This design comes from an exercise in tuning for small area on the open sky130 flow, not from production work. The RTL was checked by simulation tests, not by an equivalence proof against the original design. Power is estimated from default activity; no workload was simulated.

==> run B <==
Design ws_sta_4x4x1x4x1, start of the top module:
module ws_sta_4x4x1x4x1(
  input         clock,
                reset,
  input  [7:0]  io_inputA_0,
                io_inputA_1,
                io_inputA_2,
                io_inputA_3,
                io_inputB_0,
                io_inputB_1,
                io_inputB_2,
                io_inputB_3,
                io_inputB_4,
                io_inputB_5,
                io_inputB_6,
                io_inputB_7,
                io_inputB_8,
                io_inputB_9,
                io_inputB_10,
                io_inputB_11,
                io_inputB_12,
                io_inputB_13,
                io_inputB_14,
                io_inputB_15,
  input         io_propagateB_0,
                io_propagateB_1,
                io_propagateB_2,
                io_propagateB_3,
  output [17:0] io_outputC_0,
                io_outputC_1,
                io_outputC_2,
                io_outputC_3,
                io_outputC_4,
                io_outputC_5,
                io_outputC_6,
                io_outputC_7,
                io_outputC_8,
                io_outputC_9,
                io_outputC_10,
                io_outputC_11,
                io_outputC_12,
                io_outputC_13,
                io_outputC_14,
                io_outputC_15
);
clock: 5.5 ns
lec_check: 0
cap_margin: 20
cell_pad_in_sites_detail_placement: 1
cell_pad_in_sites_global_placement: 1
core_margin: 2
core_utilization: 40
slew_margin: 20
standard.sh (not shown) runs the stock make flow with config.mk's settings and CLKGATE_MAP_FILE= SYNTH_SCRIPT=/design/flow/synth_recipe.tcl, a recipe that flattens the netlist after the stock synthesis.
==> flow/flow/run.sh <==
#!/bin/bash
# Standard ORFS layout with three changes:
#  - Yosys's generic "abc -fast" pre-mapping inside "synth" is skipped
#    (synth -noabc), so the full adders written in the RTL reach extract_fa
#    unchanged. The final ABC mapping, flattening and renaming are the standard flow's.
#  - clock tree: clkbuf_8 leaves clustering up to 15 registers, no dummy loads.
#  - port buffers use buf_1.
set -euo pipefail
here=$(pwd)
sed '1s/yosys synth -nofsm -noshare/yosys synth -nofsm -noshare -noabc/' synth_recipe.tcl > "$here/flow_synth.tcl"
grep -q -- '-noabc' "$here/flow_synth.tcl"
sed "s#SYNTH_SCRIPT=[^ ]*#SYNTH_SCRIPT=$here/flow_synth.tcl#" standard.sh > "$here/flow_standard.sh"
bash "$here/flow_standard.sh" \
  "CTS_ARGS=-sink_clustering_enable -repair_clock_nets -buf_list sky130_fd_sc_hd__clkbuf_8 -dont_use_dummy_load -sink_clustering_size 15 -sink_clustering_max_diameter 55 -sink_buffer_max_cap_derate 0.5" \
  "BUFFER_PORTS_ARGS=-buffer_cell sky130_fd_sc_hd__buf_1" \
  finish > "$here/flow_make.log" 2>&1
==> inputs of run R, as changes to run B <==
--- a/flow/flow/run.sh
+++ b/flow/flow/run.sh
@@ -6,8 +6,20 @@
 #  - clock tree: clkbuf_8 leaves clustering up to 15 registers, no dummy loads.
 #  - port buffers use buf_1.
+#  - the final ABC mapping uses ORFS's speed script without its buffer/upsize/
+#    downsize steps (flow/abc_noup.script); OpenROAD sizes cells after placement.
 set -euo pipefail
 here=$(pwd)
 sed '1s/yosys synth -nofsm -noshare/yosys synth -nofsm -noshare -noabc/' synth_recipe.tcl > "$here/flow_synth.tcl"
 grep -q -- '-noabc' "$here/flow_synth.tcl"
+{ sed -n 1p "$here/flow_synth.tcl"
+  cat <<EOT
+proc abc {args} {
+  set i [lsearch -exact \$args -script]
+  if {\$i >= 0} { lset args [expr {\$i + 1}] $here/flow/abc_noup.script }
+  yosys abc {*}\$args
+}
+EOT
+  sed -n '2,$p' "$here/flow_synth.tcl"; } > "$here/flow_synth2.tcl"
+mv "$here/flow_synth2.tcl" "$here/flow_synth.tcl"
 sed "s#SYNTH_SCRIPT=[^ ]*#SYNTH_SCRIPT=$here/flow_synth.tcl#" standard.sh > "$here/flow_standard.sh"
 bash "$here/flow_standard.sh" \
==> flow/flow/abc_noup.script (new file) <==
&get -n
&st
&dch
&nf
&st
&syn2
&if -g -K 6
&synch2
&nf
&st
&syn2
&if -g -K 6
&synch2
&nf
&st
&syn2
&if -g -K 6
&synch2
&nf
&st
&syn2
&if -g -K 6
&synch2
&nf
&st
&syn2
&if -g -K 6
&synch2
&nf
&put
topo
stime -c
CELL_PAD_IN_SITES_DETAIL_PLACEMENT = not set   (was 1)
CELL_PAD_IN_SITES_GLOBAL_PLACEMENT = not set   (was 1)
CORE_UTILIZATION = 50   (was 40)
==> inputs of run Z, as changes to run B <==
--- a/flow/flow/run.sh
+++ b/flow/flow/run.sh
@@ -6,8 +6,20 @@
 #  - clock tree: clkbuf_8 leaves clustering up to 15 registers, no dummy loads.
 #  - port buffers use buf_1.
+#  - the final ABC mapping uses ORFS's speed script without its buffer/upsize/
+#    downsize steps (flow/abc_noup.script); OpenROAD sizes cells after placement.
 set -euo pipefail
 here=$(pwd)
 sed '1s/yosys synth -nofsm -noshare/yosys synth -nofsm -noshare -noabc/' synth_recipe.tcl > "$here/flow_synth.tcl"
 grep -q -- '-noabc' "$here/flow_synth.tcl"
+{ sed -n 1p "$here/flow_synth.tcl"
+  cat <<EOT
+proc abc {args} {
+  set i [lsearch -exact \$args -script]
+  if {\$i >= 0} { lset args [expr {\$i + 1}] $here/flow/abc_noup.script }
+  yosys abc {*}\$args
+}
+EOT
+  sed -n '2,$p' "$here/flow_synth.tcl"; } > "$here/flow_synth2.tcl"
+mv "$here/flow_synth2.tcl" "$here/flow_synth.tcl"
 sed "s#SYNTH_SCRIPT=[^ ]*#SYNTH_SCRIPT=$here/flow_synth.tcl#" standard.sh > "$here/flow_standard.sh"
 bash "$here/flow_standard.sh" \
==> flow/flow/abc_noup.script (new file) <==
&get -n
&st
&dch
&nf
&st
&syn2
&if -g -K 6
&synch2
&nf
&st
&syn2
&if -g -K 6
&synch2
&nf
&st
&syn2
&if -g -K 6
&synch2
&nf
&st
&syn2
&if -g -K 6
&synch2
&nf
&st
&syn2
&if -g -K 6
&synch2
&nf
&put
topo
stime -c
CELL_PAD_IN_SITES_DETAIL_PLACEMENT = not set   (was 1)
CELL_PAD_IN_SITES_GLOBAL_PLACEMENT = not set   (was 1)
CORE_UTILIZATION = 50   (was 40)
SETUP_SLACK_MARGIN = 0.1   (was not set)
==> comparison <==
Clock-buffer cell count: run B > run R > run Z.
Sequential power is about the same in run Z and run R.
Utilization: run B < run R < run Z.
In run B the die area is larger than in run R, by about 30%.
In synthesized cell count, run R and run Z do not differ.
Against run B, the setup slack of run Z is higher by 0.14 ns.

## separate check: timing with driven ports
Ports are ideal in the flow. The routed layouts listed here were re-timed in OpenROAD. Step 1 sets driving cells, clkbuf_16 on the clock port and buf_2 on the other inputs (assumed; they add their load-dependent delay and slew). Step 2, shift: input delay + t, output delay - t, t = (earliest + latest rising clock arrival at the registers) / 2. This alone moves slack from input paths to output paths. a / b / c = ideal / step 1 / step 2; a / b = the first two.
run | shift t [ns] | setup slack, ns | worst setup path after step 2 | worst slew at a driven data input, ns | cell pins on the clock port's net
run B | 1.225 | 0.051 / 0.001 / 0.051 | register to register | 0.06 | 1
run R | 1.192 | 0.099 / 0.032 / 0.099 | register to register | 0.07 | 1
run Z | 1.196 | 0.193 / 0.127 / 0.193 | register to register | 0.13 | 1
After both steps setup and hold are still met in every run listed.
